Context: an optimization exercise on an open-source flow, tuned for small area and a short achievable clock period. The choices shown serve that exercise and are no tape-out recipe. Power figures rest on the tool's default switching activity, not on a simulated workload.

## the previous run
==> flow/design.v (excerpt) <==
module TLB(
    input clk,
    input reset,
    output io_req_ready,
    input  io_req_valid,
    input [6:0] io_req_bits_asid,
    input [27:0] io_req_bits_vpn,
    input  io_req_bits_passthrough,
    input  io_req_bits_instruction,
    input  io_req_bits_store,
    output io_resp_miss,
    output[19:0] io_resp_ppn,
    output io_resp_xcpt_ld,
    output io_resp_xcpt_st,
    output io_resp_xcpt_if,
    output[7:0] io_resp_hit_idx,
    input  io_ptw_req_ready,
    output io_ptw_req_valid,
    output[26:0] io_ptw_req_bits_addr,
    output[1:0] io_ptw_req_bits_prv,
    output io_ptw_req_bits_store,
    output io_ptw_req_bits_fetch,
    input  io_ptw_resp_valid,
    input  io_ptw_resp_bits_error,
    input [19:0] io_ptw_resp_bits_pte_ppn,
    input [2:0] io_ptw_resp_bits_pte_reserved_for_software,
    input  io_ptw_resp_bits_pte_d,
    input  io_ptw_resp_bits_pte_r,
    input [3:0] io_ptw_resp_bits_pte_typ,
    input  io_ptw_resp_bits_pte_v,
    input  io_ptw_status_sd,
    input [30:0] io_ptw_status_zero2,
    input  io_ptw_status_sd_rv32,
    input [8:0] io_ptw_status_zero1,
    input [4:0] io_ptw_status_vm,
    input  io_ptw_status_mprv,
    input [1:0] io_ptw_status_xs,
    input [1:0] io_ptw_status_fs,
    input [1:0] io_ptw_status_prv3,
    input  io_ptw_status_ie3,
    input [1:0] io_ptw_status_prv2,
  ...
export LEC_CHECK = 0
export CAP_MARGIN = 20
export CORE_MARGIN = 2
export CORE_UTILIZATION = 40
export CTS_BUF_LIST = sky130_fd_sc_hd__clkbuf_8 sky130_fd_sc_hd__clkbuf_16
export CTS_CLUSTER_DIAMETER = 100
export CTS_CLUSTER_SIZE = 20
export SETUP_SLACK_MARGIN = 2.8
export SLEW_MARGIN = 20
export SYNTH_HIERARCHICAL = 1
create_clock -name core_clock -period 6.5 [get_ports {clk}]
run.sh (not shown) runs the stock make flow with config.mk's settings and CLKGATE_MAP_FILE= SYNTH_SCRIPT=/design/flow/synth_recipe.tcl, a recipe that flattens the netlist after the stock synthesis.
The flow did not stop early for the previous run: all stages ran, and the layout cleared the timing, design-rule and antenna checks.
Input changes introduced in the current run (baseline for comparison: the previous run):
--- a/flow/design.v
+++ b/flow/design.v
@@ -105,21 +105,25 @@
       g_and3 ha (.a(h[0]), .b(h[1]), .c(h[2]), .y(hits[i]));
       g_and4 hv0 (.a(h[0]), .b(h[1]), .c(h[2]), .d(vm_a), .y(vh[0][i]));
       g_and4 hv1 (.a(h[0]), .b(h[1]), .c(h[2]), .d(vm_a), .y(vh[1][i]));
       g_and4 hv2 (.a(h[0]), .b(h[1]), .c(h[2]), .d(vm_b), .y(vh[2][i]));
       g_and4 hv3 (.a(h[0]), .b(h[1]), .c(h[2]), .d(vm_b), .y(vh[3][i]));
     end
   endgenerate
   wire [7:0] ndm = ~dmiss;
   wire [19:0] va = io_req_bits_vpn[19:0];
-  wire c_ld, c_st, c_if, c_miss;
-  g_cterms ct (.va(va), .v27(io_req_bits_vpn[27]), .v26(io_req_bits_vpn[26]), .vm(vm_on),
-               .c_ld(c_ld), .c_st(c_st), .c_if(c_if), .c_miss(c_miss));
+  wire va_rx = (va[19:18] == 2'b00);
+  wire va_r  = (va[19:3] == 17'h08000);
+  wire va_rw = (va >= 20'h40008) & (va <= 20'h40010);
+  wire c_ld = bad_va | (nvm & ~(va_rx | va_r | va_rw));
+  wire c_st = bad_va | (nvm & ~(va_rx | va_rw));
+  wire c_if = bad_va | (nvm & ~va_rx);
+  wire c_miss = nvm | bad_va;
   g_sel8c s_ld (.s(vh[0]), .d(e_ld), .c(c_ld), .y(io_resp_xcpt_ld));
   g_sel8c s_st (.s(vh[1]), .d(e_st), .c(c_st), .y(io_resp_xcpt_st));
   g_sel8c s_if (.s(vh[2]), .d(e_if), .c(c_if), .y(io_resp_xcpt_if));
   g_sel8cn s_m (.s(vh[3]), .d(ndm), .c(c_miss), .y(io_resp_miss));
   generate
     for (b = 0; b < 20; b = b + 1) begin : pb
       g_sel8c s (.s(vh[b / 5]),
                  .d({ppn[7][b], ppn[6][b], ppn[5][b], ppn[4][b],
                      ppn[3][b], ppn[2][b], ppn[1][b], ppn[0][b]}),
@@ -245,63 +249,15 @@
 endmodule
 module g_sel8cn(input [7:0] s, input [7:0] d, input c, output y);
   wire [3:0] t;
   g_a22oi a0 (.a1(s[0]), .a2(d[0]), .b1(s[1]), .b2(d[1]), .y(t[0]));
   g_a22oi a1 (.a1(s[2]), .a2(d[2]), .b1(s[3]), .b2(d[3]), .y(t[1]));
   g_a22oi a2 (.a1(s[4]), .a2(d[4]), .b1(s[5]), .b2(d[5]), .y(t[2]));
   g_a221oi a3 (.a1(s[6]), .a2(d[6]), .b1(s[7]), .b2(d[7]), .c1(c), .y(t[3]));
   g_and4 n (.a(t[0]), .b(t[1]), .c(t[2]), .d(t[3]), .y(y));
 endmodule
-module g_cterms(input [19:0] va, input v27, input v26, input vm,
-                output c_ld, output c_st, output c_if, output c_miss);
-  wire bad, x_ok, n1, n2, n3, n4, n5, ha, hb, hi, lo_r, lo_w, z30;
-  g_xor2 xb (.a(v27), .b(v26), .y(bad));
-  g_nor2 xo (.a(va[19]), .b(va[18]), .y(x_ok));
-  g_nor3 o1 (.a(va[17]), .b(va[16]), .c(va[15]), .y(n1));
-  g_nor3 o2 (.a(va[14]), .b(va[13]), .c(va[12]), .y(n2));
-  g_nor3 o3 (.a(va[11]), .b(va[10]), .c(va[9]), .y(n3));
-  g_nor3 o4 (.a(va[8]), .b(va[7]), .c(va[6]), .y(n4));
-  g_nor3b o5 (.a(va[5]), .b(va[19]), .cn(va[18]), .y(n5));
-  g_nand3 a1 (.a(n1), .b(n2), .c(n3), .y(ha));
-  g_nand2 a2 (.a(n4), .b(n5), .y(hb));
-  g_nor2 hh (.a(ha), .b(hb), .y(hi));
-  g_nor4 z (.a(va[3]), .b(va[2]), .c(va[1]), .d(va[0]), .y(z30));
-  g_o41ai lr (.a1(va[3]), .a2(va[2]), .a3(va[1]), .a4(va[0]), .b1(va[4]), .y(lo_r));
-  g_mux2 lw (.s(va[4]), .a1(z30), .a0(va[3]), .y(lo_w));
-  g_cfin fl (.bad(bad), .vm(vm), .x_ok(x_ok), .hi(hi), .lo(lo_r), .y(c_ld));
-  g_cfin fs (.bad(bad), .vm(vm), .x_ok(x_ok), .hi(hi), .lo(lo_w), .y(c_st));
-  g_cfin fx (.bad(bad), .vm(vm), .x_ok(x_ok), .hi(1'b0), .lo(1'b0), .y(c_if));
-  g_or2b fm (.a(bad), .bn(vm), .y(c_miss));
-endmodule
-module g_cfin(input bad, input vm, input x_ok, input hi, input lo, output y);
-  assign y = bad | ~(vm | x_ok | (hi & lo));
-endmodule
-module g_xor2(input a, input b, output y);
-  assign y = a ^ b;
-endmodule
-module g_nor2(input a, input b, output y);
-  assign y = ~(a | b);
-endmodule
-module g_nand2(input a, input b, output y);
-  assign y = ~(a & b);
-endmodule
-module g_nor3b(input a, input b, input cn, output y);
-  assign y = ~(a | b | ~cn);
-endmodule
-module g_nor4(input a, input b, input c, input d, output y);
-  assign y = ~(a | b | c | d);
-endmodule
-module g_o41ai(input a1, input a2, input a3, input a4, input b1, output y);
-  assign y = ~((a1 | a2 | a3 | a4) & b1);
-endmodule
-module g_or2b(input a, input bn, output y);
-  assign y = a | ~bn;
-endmodule
-module g_mux2(input s, input a1, input a0, output y);
-  assign y = s ? a1 : a0;
-endmodule
 module g_a221oi(input a1, input a2, input b1, input b2, input c1, output y);
   assign y = ~((a1 & a2) | (b1 & b2) | c1);
 endmodule
 module g_a22oi(input a1, input a2, input b1, input b2, output y);
   assign y = ~((a1 & a2) | (b1 & b2));
 endmodule
==> run notes <==
The current run: all stages complete, timing, DRC and antenna checks passed. Compared with the previous run, the current run shows a worst hold slack that is 0.027 ns lower. The current run against the previous run: number of buffers and inverters on the critical path dropped 4, maximum frequency has decreased, tightest slew margin relative to the limit up 0.50 points, combinational logic power moved down. Changes observed in the current run relative to the previous run: cell count after placement stayed essentially flat, final design instance area without fill fell by 1.7%. Compared with the previous run, the current run instantiates a smaller number of standard cells. The current run and the previous run ended up with roughly the same synthesized netlist cell count. The pre-CTS setup slack reported for the current run is smaller than that of the previous run by 0.0056 ns. Part of the power in registers: the previous run vs the current run, no meaningful difference. Diff the previous run -> the current run: number of clock buffers inserted by TritonCTS now sits at about the same level, final setup slack of the worst path now sits lower, total power now sits at about the same level.
No run of this note included a check of the RTL's function; only the layout flow was run.

==> static timing again, ports no longer ideal <==
In the flow no input, the clock included, has a driving cell. The finished layouts below were timed again as built, in two steps.
Step 1, drivers: a clkbuf_16 drives clk and a buf_2 each remaining input, both assumed.
Step 2 also shifts input and output timing later by t, the mid clock arrival at the registers, as if the neighbouring blocks saw the same clock.
Three values: no drivers, after step 1, after step 2; two values: the first two.
run	t (ns)	slack for setup (ns)	worst setup path after step 2	worst data-port slew with drivers (ns)
the previous run	0.658	2.025 / 1.946 / 1.946	input to output	0.18
the current run	0.657	1.930 / 1.884 / 1.884	input to output	0.09
After both steps setup and hold are still met in every run listed. For the previous run, which loses most, drivers alone change the setup slack by -0.079 ns; drivers and shift together by -0.079 ns.
